This is an optimization exercise on Yosys and OpenROAD, whose aim is small area and a short achievable clock period, not a production implementation. At most, simulation tests tie the RTL to the original design; equivalence was not proved.

==> job 4833: inputs <==
## square_extractor
module square_extractor #(
	parameter WIDTH = 32
)(
	input clk,     
	input rst_n,   
	input din_valid,
	input [2 * WIDTH - 1:0]radicand,
	output dout_valid,
	output [WIDTH - 1:0]dout,
	output [2 * WIDTH - 1:0]remainder
);
	wire [2:0] qn3;
	wire [3:0] r3;
	wire [2:0] q3_t;
	wire [5:0] sq3_t;
	assign q3_t = (radicand[63:58] >= 6'd49) ? 3'd7 : (radicand[63:58] >= 6'd36) ? 3'd6 : (radicand[63:58] >= 6'd25) ? 3'd5 : (radicand[63:58] >= 6'd16) ? 3'd4 : (radicand[63:58] >= 6'd9) ? 3'd3 : (radicand[63:58] >= 6'd4) ? 3'd2 : (radicand[63:58] >= 6'd1) ? 3'd1 : 3'd0;
	assign sq3_t = (radicand[63:58] >= 6'd49) ? 6'd49 : (radicand[63:58] >= 6'd36) ? 6'd36 : (radicand[63:58] >= 6'd25) ? 6'd25 : (radicand[63:58] >= 6'd16) ? 6'd16 : (radicand[63:58] >= 6'd9) ? 6'd9 : (radicand[63:58] >= 6'd4) ? 6'd4 : (radicand[63:58] >= 6'd1) ? 6'd1 : 6'd0;
	assign qn3 = ~q3_t;
	wire [5:0] r3_t = radicand[63:58] - sq3_t;
	assign r3 = r3_t[3:0];
	wire [57:0] x3 = radicand[57:0];
	reg v_s0;
	reg [2:0] qn_s0;
	reg [3:0] r_s0;
	reg [57:0] x_s0;
	always @(posedge clk or negedge rst_n)
		if (!rst_n) v_s0 <= 1'b0;
		else v_s0 <= din_valid;
	always @(posedge clk) begin qn_s0 <= qn3; r_s0 <= r3; x_s0 <= x3; end
	wire [4:0] qn5;
	wire [5:0] r5;
	square_cell4 #(.J(3)) u_step3 (.r(r_s0), .qn(qn_s0), .b(x_s0[57:54]), .nr(r5), .nqn(qn5));
	wire [53:0] x5 = x_s0[53:0];
	reg v_s1;
	reg [4:0] qn_s1;
	reg [5:0] r_s1;
	reg [53:0] x_s1;
	always @(posedge clk or negedge rst_n)
		if (!rst_n) v_s1 <= 1'b0;
		else v_s1 <= v_s0;
	always @(posedge clk) begin qn_s1 <= qn5; r_s1 <= r5; x_s1 <= x5; end
  ...
==> flow/config.mk <==
export PLATFORM = sky130hd
export DESIGN_NAME = square_extractor
export DESIGN_NICKNAME = square_extractor
export VERILOG_FILES = /design/flow/design.v
export SDC_FILE = /design/flow/constraint.sdc
export NUM_CORES = 8
export LEC_CHECK = 0
export ABC_AREA = 1
export CAP_MARGIN = 20
export CORE_MARGIN = 2
export CORE_UTILIZATION = 40
export CTS_CLUSTER_DIAMETER = 200
export CTS_CLUSTER_SIZE = 20
export SETUP_SLACK_MARGIN = 3.05
export SLEW_MARGIN = 20
==> flow/constraint.sdc <==
create_clock -name core_clock -period 5.5 [get_ports {clk}]
set_input_delay 1.1000 -clock core_clock [delete_from_list [all_inputs] [get_ports {clk}]]
set_output_delay 1.1000 -clock core_clock [all_outputs]
set_load 0.01 [all_outputs]
standard.sh (not shown) runs the stock make flow with config.mk's settings and CLKGATE_MAP_FILE= SYNTH_SCRIPT=/design/flow/synth_recipe.tcl, a recipe that flattens the netlist after the stock synthesis.
==> flow/flow/run.sh <==
#!/bin/bash
# Own flow: the standard layout (standard.sh), except that synthesis maps
# the combinational logic with flow/abc.script (see flow/synth.tcl).  Each
# step's full output goes to a log file of its own in this folder.
set -euo pipefail
W=$(pwd)
export OWN_WORK=$W
export OWN_ABC_SCRIPT=$W/flow/abc.script
for step in synth floorplan place cts route finish; do
  bash standard.sh SYNTH_SCRIPT=$W/flow/synth.tcl $step > $W/$step.log 2>&1
done
==> flow/flow/abc.script <==
strash
dch
map -B 0.9
topo
stime -c
buffer -c
upsize -c
dnsize -c
==> flow/flow/synth.tcl <==
# The standard flow's synthesis script (synth_recipe.tcl in the work folder), without
# Yosys's extract_fa step (ORFS's mapping of full and half adders onto the
# library's fa/ha cells) and with Yosys's abc pass run on flow/abc.script.
# Only the mapping of the combinational logic changes; the flip-flops and
# their names are the standard synthesis's.
proc extract_fa {args} { puts "own flow: extract_fa skipped" }
proc abc {args} {
  set i [lsearch $args -script]
  lset args [expr {$i + 1}] $::env(OWN_ABC_SCRIPT)
  puts "own flow: abc $args"
  yosys abc {*}$args
}
source $::env(OWN_WORK)/synth_recipe.tcl
==> job 9549: changes against job 4833 <==
==> flow/flow/run.sh (replaced) <==
#!/bin/bash
# Own flow: the standard layout (standard.sh), except that synthesis maps
# the combinational logic with flow/abc.script (see flow/synth.tcl).  Each
# step's full output goes to a log file of its own in this folder.
set -euo pipefail
W=$(pwd)
export OWN_WORK=$W
export OWN_ABC_SCRIPT=$W/flow/abc.script
for step in synth floorplan place cts route finish; do
  bash standard.sh SYNTH_SCRIPT=$W/flow/synth.tcl RECOVER_POWER=100 $step > $W/$step.log 2>&1
done
==> job 9827: changes against job 4833 <==
--- a/flow/design.v
+++ b/flow/design.v
@@ -38,23 +38,84 @@
 	input rst_n,   
 	input din_valid,
 	input [2 * WIDTH - 1:0]radicand,
 	output dout_valid,
 	output [WIDTH - 1:0]dout,
 	output [2 * WIDTH - 1:0]remainder
 );
-	wire [2:0] qn3;
-	wire [3:0] r3;
-	wire [2:0] q3_t;
-	wire [5:0] sq3_t;
-	assign q3_t = (radicand[63:58] >= 6'd49) ? 3'd7 : (radicand[63:58] >= 6'd36) ? 3'd6 : (radicand[63:58] >= 6'd25) ? 3'd5 : (radicand[63:58] >= 6'd16) ? 3'd4 : (radicand[63:58] >= 6'd9) ? 3'd3 : (radicand[63:58] >= 6'd4) ? 3'd2 : (radicand[63:58] >= 6'd1) ? 3'd1 : 3'd0;
-	assign sq3_t = (radicand[63:58] >= 6'd49) ? 6'd49 : (radicand[63:58] >= 6'd36) ? 6'd36 : (radicand[63:58] >= 6'd25) ? 6'd25 : (radicand[63:58] >= 6'd16) ? 6'd16 : (radicand[63:58] >= 6'd9) ? 6'd9 : (radicand[63:58] >= 6'd4) ? 6'd4 : (radicand[63:58] >= 6'd1) ? 6'd1 : 6'd0;
-	assign qn3 = ~q3_t;
-	wire [5:0] r3_t = radicand[63:58] - sq3_t;
-	assign r3 = r3_t[3:0];
+	reg [2:0] qn3;
+	reg [3:0] r3;
+	always @(*)
+		case (radicand[63:58])
+			6'd0: begin qn3 = 3'd7; r3 = 4'd0; end
+			6'd1: begin qn3 = 3'd6; r3 = 4'd0; end
+			6'd2: begin qn3 = 3'd6; r3 = 4'd1; end
+			6'd3: begin qn3 = 3'd6; r3 = 4'd2; end
+			6'd4: begin qn3 = 3'd5; r3 = 4'd0; end
+			6'd5: begin qn3 = 3'd5; r3 = 4'd1; end
+			6'd6: begin qn3 = 3'd5; r3 = 4'd2; end
+			6'd7: begin qn3 = 3'd5; r3 = 4'd3; end
+			6'd8: begin qn3 = 3'd5; r3 = 4'd4; end
+			6'd9: begin qn3 = 3'd4; r3 = 4'd0; end
+			6'd10: begin qn3 = 3'd4; r3 = 4'd1; end
+			6'd11: begin qn3 = 3'd4; r3 = 4'd2; end
+			6'd12: begin qn3 = 3'd4; r3 = 4'd3; end
+			6'd13: begin qn3 = 3'd4; r3 = 4'd4; end
+			6'd14: begin qn3 = 3'd4; r3 = 4'd5; end
+			6'd15: begin qn3 = 3'd4; r3 = 4'd6; end
+			6'd16: begin qn3 = 3'd3; r3 = 4'd0; end
+			6'd17: begin qn3 = 3'd3; r3 = 4'd1; end
+			6'd18: begin qn3 = 3'd3; r3 = 4'd2; end
+			6'd19: begin qn3 = 3'd3; r3 = 4'd3; end
+			6'd20: begin qn3 = 3'd3; r3 = 4'd4; end
+			6'd21: begin qn3 = 3'd3; r3 = 4'd5; end
+			6'd22: begin qn3 = 3'd3; r3 = 4'd6; end
+			6'd23: begin qn3 = 3'd3; r3 = 4'd7; end
+			6'd24: begin qn3 = 3'd3; r3 = 4'd8; end
+			6'd25: begin qn3 = 3'd2; r3 = 4'd0; end
+			6'd26: begin qn3 = 3'd2; r3 = 4'd1; end
+			6'd27: begin qn3 = 3'd2; r3 = 4'd2; end
+			6'd28: begin qn3 = 3'd2; r3 = 4'd3; end
+			6'd29: begin qn3 = 3'd2; r3 = 4'd4; end
+			6'd30: begin qn3 = 3'd2; r3 = 4'd5; end
+			6'd31: begin qn3 = 3'd2; r3 = 4'd6; end
+			6'd32: begin qn3 = 3'd2; r3 = 4'd7; end
+			6'd33: begin qn3 = 3'd2; r3 = 4'd8; end
+			6'd34: begin qn3 = 3'd2; r3 = 4'd9; end
+			6'd35: begin qn3 = 3'd2; r3 = 4'd10; end
+			6'd36: begin qn3 = 3'd1; r3 = 4'd0; end
+			6'd37: begin qn3 = 3'd1; r3 = 4'd1; end
+			6'd38: begin qn3 = 3'd1; r3 = 4'd2; end
+			6'd39: begin qn3 = 3'd1; r3 = 4'd3; end
+			6'd40: begin qn3 = 3'd1; r3 = 4'd4; end
+			6'd41: begin qn3 = 3'd1; r3 = 4'd5; end
+			6'd42: begin qn3 = 3'd1; r3 = 4'd6; end
+			6'd43: begin qn3 = 3'd1; r3 = 4'd7; end
+			6'd44: begin qn3 = 3'd1; r3 = 4'd8; end
+			6'd45: begin qn3 = 3'd1; r3 = 4'd9; end
+			6'd46: begin qn3 = 3'd1; r3 = 4'd10; end
+			6'd47: begin qn3 = 3'd1; r3 = 4'd11; end
+			6'd48: begin qn3 = 3'd1; r3 = 4'd12; end
+			6'd49: begin qn3 = 3'd0; r3 = 4'd0; end
+			6'd50: begin qn3 = 3'd0; r3 = 4'd1; end
+			6'd51: begin qn3 = 3'd0; r3 = 4'd2; end
+			6'd52: begin qn3 = 3'd0; r3 = 4'd3; end
+			6'd53: begin qn3 = 3'd0; r3 = 4'd4; end
+			6'd54: begin qn3 = 3'd0; r3 = 4'd5; end
+			6'd55: begin qn3 = 3'd0; r3 = 4'd6; end
+			6'd56: begin qn3 = 3'd0; r3 = 4'd7; end
+			6'd57: begin qn3 = 3'd0; r3 = 4'd8; end
+			6'd58: begin qn3 = 3'd0; r3 = 4'd9; end
+			6'd59: begin qn3 = 3'd0; r3 = 4'd10; end
+			6'd60: begin qn3 = 3'd0; r3 = 4'd11; end
+			6'd61: begin qn3 = 3'd0; r3 = 4'd12; end
+			6'd62: begin qn3 = 3'd0; r3 = 4'd13; end
+			6'd63: begin qn3 = 3'd0; r3 = 4'd14; end
+			default: begin qn3 = 3'd0; r3 = 4'd0; end
+		endcase
 	wire [57:0] x3 = radicand[57:0];
 	reg v_s0;
 	reg [2:0] qn_s0;
 	reg [3:0] r_s0;
 	reg [57:0] x_s0;
 	always @(posedge clk or negedge rst_n)
 		if (!rst_n) v_s0 <= 1'b0;
==> flow/run.sh (new file) <==
#!/bin/bash
# synth_recipe.tcl (not shown) runs the flow's synth.tcl, then flattens the netlist and writes it again
# the make line also repeats each setting of config.mk as NAME=value (left out here)
make -C /OpenROAD-flow-scripts/flow DESIGN_CONFIG=/design/flow/config.mk WORK_HOME=/design/flow/orfs CLKGATE_MAP_FILE= SYNTH_SCRIPT=/design/flow/synth_recipe.tcl finish
==> flow/config.mk (replaced) <==
export PLATFORM = sky130hd
export DESIGN_NAME = square_extractor
export DESIGN_NICKNAME = square_extractor
export VERILOG_FILES = /design/flow/design.v
export SDC_FILE = /design/flow/constraint.sdc
export NUM_CORES = 8
export LEC_CHECK = 0
export ABC_AREA = 1
export CAP_MARGIN = 20
export CORE_MARGIN = 2
export CORE_UTILIZATION = 40
export CTS_CLUSTER_DIAMETER = 60
export CTS_CLUSTER_SIZE = 30
export SETUP_SLACK_MARGIN = 3
export SLEW_MARGIN = 20
removed: flow/flow/run.sh
removed: flow/flow/abc.script
removed: flow/flow/synth.tcl
removed: flow/standard.sh
==> job 9287: changes against job 4833 <==
==> flow/flow/abc.script (replaced) <==
strash
dch
map -B 0.5
topo
stime -c
buffer -c
upsize -c
dnsize -c
==> qor summary <==
Area share of buffers outside the clock network: job 4833 0.02255; job 9287 0.02927; job 9549 0.02052; job 9827 0.02742
Number of distinct library cell variants in the gate-level netlist after synthesis: job 4833 67; job 9287 72; job 9549 67; job 9827 66
Min-delay src: job 4833 x_s10[4]; job 9287 x_s3[36]; job 9549 x_s10[4]; job 9827 x_s1[47]
Adder-Cell Fraction of Synth Area: job 4833 0; job 9287 0; job 9549 0; job 9827 0.1349
Run status: job 4833 timing/DRC/antenna clean; job 9287 timing/DRC/antenna clean; job 9549 timing/DRC/antenna clean; job 9827 timing/DRC/antenna clean
Reg area: job 4833 29,440 um^2; job 9287 29,560 um^2; job 9549 29,260 um^2; job 9827 29,570 um^2
Number of iterations in the first detailed-routing pass: job 4833 6; job 9287 6; job 9549 6; job 9827 7
Number of cells produced by synthesis: job 4833 11,518; job 9287 10,835; job 9549 11,518; job 9827 9,876
Placed Instance Area: job 4833 77,780 um^2; job 9287 75,890 um^2; job 9549 77,780 um^2; job 9827 78,240 um^2
Global-route wire length before repair: job 4833 355,700 um; job 9287 352,500 um; job 9549 355,700 um; job 9827 343,800 um
Routed via count: job 4833 71,490; job 9287 70,325; job 9549 71,596; job 9827 65,420
Length of routed wiring on met1: job 4833 105,400 um; job 9287 104,900 um; job 9549 105,400 um; job 9827 102,400 um
Max stage delay cell, worst path: job 4833 dfxtp_1; job 9287 dfxtp_1; job 9549 clkbuf_1; job 9827 fa_1
DP Wirelength: job 4833 180,200 um; job 9287 178,100 um; job 9549 180,200 um; job 9827 176,100 um
Die Y: job 4833 435.4 um; job 9287 429.9 um; job 9549 435.4 um; job 9827 436.3 um
Total buffers and inverters traversed by the critical path: job 4833 1; job 9287 1; job 9549 2; job 9827 6
Max_slew headroom: job 4833 0.3940; job 9287 0.3896; job 9549 0.3692; job 9827 0.3808
Effective utilization at floorplan: job 4833 0.4018; job 9287 0.4018; job 9549 0.4018; job 9827 0.4027
Layout area overhead: job 4833 12.22%; job 9287 14.26%; job 9549 10.29%; job 9827 17.51%
No functional check of the RTL was part of job 9827.

==> what the ideal ports hide <==
In the flow no input, the clock included, has a driving cell. The finished layouts below were timed again as built, in two steps.
Step 1: set_driving_cell puts a clkbuf_16 on clk and a buf_2 on each other input, an assumption about the parent block.
Step 2 also shifts input and output timing later by t, the mid clock arrival at the registers, as if the neighbouring blocks saw the same clock.
Three values: ideal ports, drivers, drivers and shift; two values: the first two.
| run | t (ns) | setup WS [ns] | worst setup path after step 2 |
|---|---|---|---|
| job 4833 | 0.821 | 3.116 / 3.029 / 2.459 | input to register |
| job 9549 | 0.821 | 1.838 / 1.838 / 1.838 | register to register |
| job 9827 | 0.903 | 2.888 / 2.888 / 2.582 | input to register |
| job 9287 | 0.827 | 3.058 / 3.034 / 2.412 | input to register |
After both steps every run listed still meets setup and hold. The setup slack of job 4833, which loses most, moves by -0.087 ns with the drivers and by -0.657 ns with both steps.
